From an optimization exercise on the open Yosys and OpenROAD flow, aimed at small area; shortcuts taken in it are not production practice.
In this exercise RTL edits were held to simulation tests only and were not proved equivalent to the original.
No activity file was given, so power comes from the tool's default toggle rates. No driver is modelled on the clock port, so clocking that relies on it looks cheaper here than on a real chip.

// filters
module filters
(
	CLK,
	RST,
	HSync,
	VDE,
	Display,
	RGBin,
	Threshold,
	ProcessOut,
	DisplayOut
);
Size: about 3,100 cells after synthesis, about 37,000 um2 of cells after synthesis.
Settings: LEC_CHECK=0, CAP_MARGIN=20, CORE_MARGIN=2, CORE_UTILIZATION=70, PLACE_DENSITY=0.8, SLEW_MARGIN=20; clock period 12.0 ns.
standard.sh (not shown) runs the stock make flow with config.mk's settings and CLKGATE_MAP_FILE= SYNTH_SCRIPT=/design/flow/synth_recipe.tcl, a recipe that flattens the netlist after the stock synthesis.
==> flow/flow/run.sh <==
#!/bin/bash
set -euo pipefail
export BUFFER_PORTS_ARGS="-buffer_cell sky130_fd_sc_hd__buf_1"
export CTS_ARGS="-sink_clustering_enable -repair_clock_nets -buf_list sky130_fd_sc_hd__clkbuf_16 -sink_clustering_size 40 -sink_clustering_max_diameter 50"
bash standard.sh > standard.log 2>&1
The starting point completed with no timing, DRC or antenna violations.
Rerun with:
==> flow/flow/run.sh (replaced) <==
#!/bin/bash
# The standard layout, with the ports buffered by the smallest buffer cell
# instead of the one buffer_ports picks by default.
set -euo pipefail
export BUFFER_PORTS_ARGS="-buffer_cell sky130_fd_sc_hd__buf_1"
bash standard.sh > standard.log 2>&1
--- a/flow/config.mk
+++ b/flow/config.mk
@@ -9,4 +9,7 @@
 export CORE_MARGIN = 2
 export CORE_UTILIZATION = 70
+export CTS_BUF_LIST = sky130_fd_sc_hd__clkbuf_16
+export CTS_CLUSTER_DIAMETER = 80
+export CTS_CLUSTER_SIZE = 30
 export PLACE_DENSITY = 0.8
 export SLEW_MARGIN = 20
Outcome: Sequential power hardly moves; worst hold slack is better by 0.0055 ns; clock skew is lower by 0.0047 ns; synthesized cell count stays the same.

========
filters, a different RTL version from the one above (not shown whole).
Size in the first run: roughly 3,200 cells after synthesis, ~67 I/O pins, about 38,000 µm² of cells after synthesis.
make LEC_CHECK=0 CAP_MARGIN=20 CORE_MARGIN=2 CORE_UTILIZATION=45 CTS_BUF_LIST=sky130_fd_sc_hd__clkbuf_16 CTS_CLUSTER_DIAMETER=80 CTS_CLUSTER_SIZE=30 PLACE_DENSITY=0.6 SLEW_MARGIN=20 finish   # period 12.0 ns
run.sh (not shown) runs the stock make flow with config.mk's settings and CLKGATE_MAP_FILE= SYNTH_SCRIPT=/design/flow/synth_recipe.tcl, a recipe that flattens the netlist after the stock synthesis.
Stock flow here: none of the scripts above is used.
The starting point ran to the end with no violations.
Edit:
Settings changed: CORE_UTILIZATION 45 to 70, PLACE_DENSITY 0.6 to 0.8.
Result: The changed run went through all stages and came out clean. Total power hardly moves. Utilization climbs by 26 points. Wire length climbs by a few percent. Clock-buffer cell count shrinks by 1. Design area goes down slightly. Worst setup slack gets worse by 0.082 ns. Hold slack gets better by 0.0080 ns. Die area goes down by a quarter to a third. Non-clock buffer count falls by 2.
Edit:
Settings changed: CORE_UTILIZATION 70 to 45, CTS_BUF_LIST sky130_fd_sc_hd__clkbuf_16 to not set, CTS_CLUSTER_DIAMETER 80 to not set, CTS_CLUSTER_SIZE 30 to not set, PLACE_DENSITY 0.8 to 0.6.
After rerunning: The new run finished with timing, DRC and antenna clean. Routed wire length is lower by 1.2%. Die area climbs by 55%. Hold slack is worse by 0.016 ns. Area after synthesis stays the same. Count of clock-buffer cells in the layout rose by 126. Global-route usage goes down by 7.5 points. Critical path depth does not change. Power grows by 14%. Final area came out higher by 7.9%. Clock skew falls by 0.011 ns. Maximum frequency is higher by 1.2%.
Edit:
Settings changed: CTS_BUF_LIST set to sky130_fd_sc_hd__clkbuf_8, CTS_CLUSTER_DIAMETER set to 60, CTS_CLUSTER_SIZE set to 20.
Outcome: The changed run went through all stages and came out clean; combinational power stays flat; clock power fell by well over a third; non-clock buffer count rose by 1; worst setup slack loses 0.025 ns; die area does not change.

========
Setup of job 103:
filters, a different RTL version from the one above (not shown whole).
Size: ~3,100 cells after synthesis, ~1,300 flip-flops, about 67 I/O pins, ~36,000 µm² of cells after synthesis.
Settings: LEC_CHECK=0, CAP_MARGIN=20, CORE_MARGIN=2, CORE_UTILIZATION=70, PLACE_DENSITY=0.8, SLEW_MARGIN=20; clock period 12.0 ns.
standard.sh (not shown) runs the stock make flow with config.mk's settings and CLKGATE_MAP_FILE= SYNTH_SCRIPT=/design/flow/synth_recipe.tcl, a recipe that flattens the netlist after the stock synthesis.
==> flow/flow/run.sh <==
#!/bin/bash
# The standard layout (standard.sh) with two changes:
#  - the ports are buffered with the smallest buffer cell, buf_1, instead of
#    the cell buffer_ports picks by default;
#  - clock tree synthesis puts up to 33 flip-flops (within 90 um) on each leaf clkbuf_16
#    and inserts no dummy loads.
# make's full output goes to standard.log in this folder; ORFS writes each
# step's own log under orfs/logs/.
set -euo pipefail
export BUFFER_PORTS_ARGS="-buffer_cell sky130_fd_sc_hd__buf_1"
export CTS_ARGS="-sink_clustering_enable -repair_clock_nets -buf_list sky130_fd_sc_hd__clkbuf_16 -sink_clustering_size 33 -sink_clustering_max_diameter 90 -dont_use_dummy_load"
bash standard.sh > standard.log 2>&1
Job 103 | stages: all done | timing, DRC, antenna: all pass
What job 105 does differently from job 103 at the input level:
Settings: CAP_MARGIN changed from 20 to 10; SLEW_MARGIN changed from 20 to 10.
==> flow/flow/run.sh <==
#!/bin/bash
# The standard layout (standard.sh) with two changes:
#  - the ports are buffered with the smallest buffer cell, buf_1, instead of
#    the cell buffer_ports picks by default;
#  - clock tree synthesis puts up to 33 flip-flops (within 90 um) on each
#    leaf clkbuf_16, uses clkbuf_8 for the root and the few buffers above
#    the leaves, and inserts no dummy loads.
# make's full output goes to standard.log in this folder; ORFS writes each
# step's own log under orfs/logs/.
set -euo pipefail
export BUFFER_PORTS_ARGS="-buffer_cell sky130_fd_sc_hd__buf_1"
export CTS_ARGS="-sink_clustering_enable -repair_clock_nets -buf_list sky130_fd_sc_hd__clkbuf_16 -sink_clustering_size 33 -sink_clustering_max_diameter 90 -root_buf sky130_fd_sc_hd__clkbuf_8 -tree_buf sky130_fd_sc_hd__clkbuf_8 -dont_use_dummy_load"
bash standard.sh > standard.log 2>&1
Results
[diff] minimum setup slack among reg-to-reg paths, job 105 relative to job 103: regression
Relative to job 103, the violation count after the first detailed-route iteration measured on job 105 has increased by a few percent.
Compared with job 103, job 105 is the less power-hungry design.
Job 103 → job 105: fmax roughly the same; power share of the sequential group grew by 0.6 points; final cycle utilization of the critical path was more or less identical; clock group share of total power moved down.
Between job 105 and job 103, the via count of the first global-routing pass figures differ only marginally.
Looking only at minimum clock period after layout, and setting everything else aside, the lower value of job 103 and job 105 goes to job 103.

==> afterwards: timing with drivers on the ports <==
How much do the figures lean on ideal ports? The routed layouts below were timed once more, with nothing changed but the port constraints. Step 1 sets driving cells, clkbuf_16 on the clock port and buf_2 on the other inputs (assumed; they add their load-dependent delay and slew). Step 2, shift: input delay + t, output delay - t, t = (earliest + latest rising clock arrival at the registers) / 2. This alone moves slack from input paths to output paths. Slacks: ideal ports / drivers / drivers and shift; pairs: ideal ports / drivers.
| run | t (ns) | setup slack, ns | clock arrival spread, ns | worst slew at a driven data input, ns |
|---|---|---|---|---|
| the first run of note 1 | 0.685 | 1.215 / 1.185 / 1.185 | 0.036 / 0.036 | 0.06 |
| the second run of note 1 | 0.667 | 1.213 / 1.183 / 1.183 | 0.019 / 0.019 | 0.06 |
| the first run of note 2 | 0.674 | 1.232 / 1.205 / 1.205 | 0.062 / 0.063 | 0.06 |
| the second run of note 2 | 0.671 | 1.150 / 1.128 / 1.128 | 0.051 / 0.051 | 0.07 |
| the third run of note 2 | 0.718 | 1.280 / 1.253 / 1.253 | 0.032 / 0.031 | 0.06 |
| the fourth run of note 2 | 0.745 | 1.254 / 1.227 / 1.227 | 0.061 / 0.060 | 0.06 |
| job 103 | 0.645 | 1.368 / 1.338 / 1.338 | 0.065 / 0.064 | 0.05 |
| job 105 | 0.743 | 1.351 / 1.321 / 1.321 | 0.080 / 0.080 | 0.05 |
After both steps every run listed still meets setup and hold.
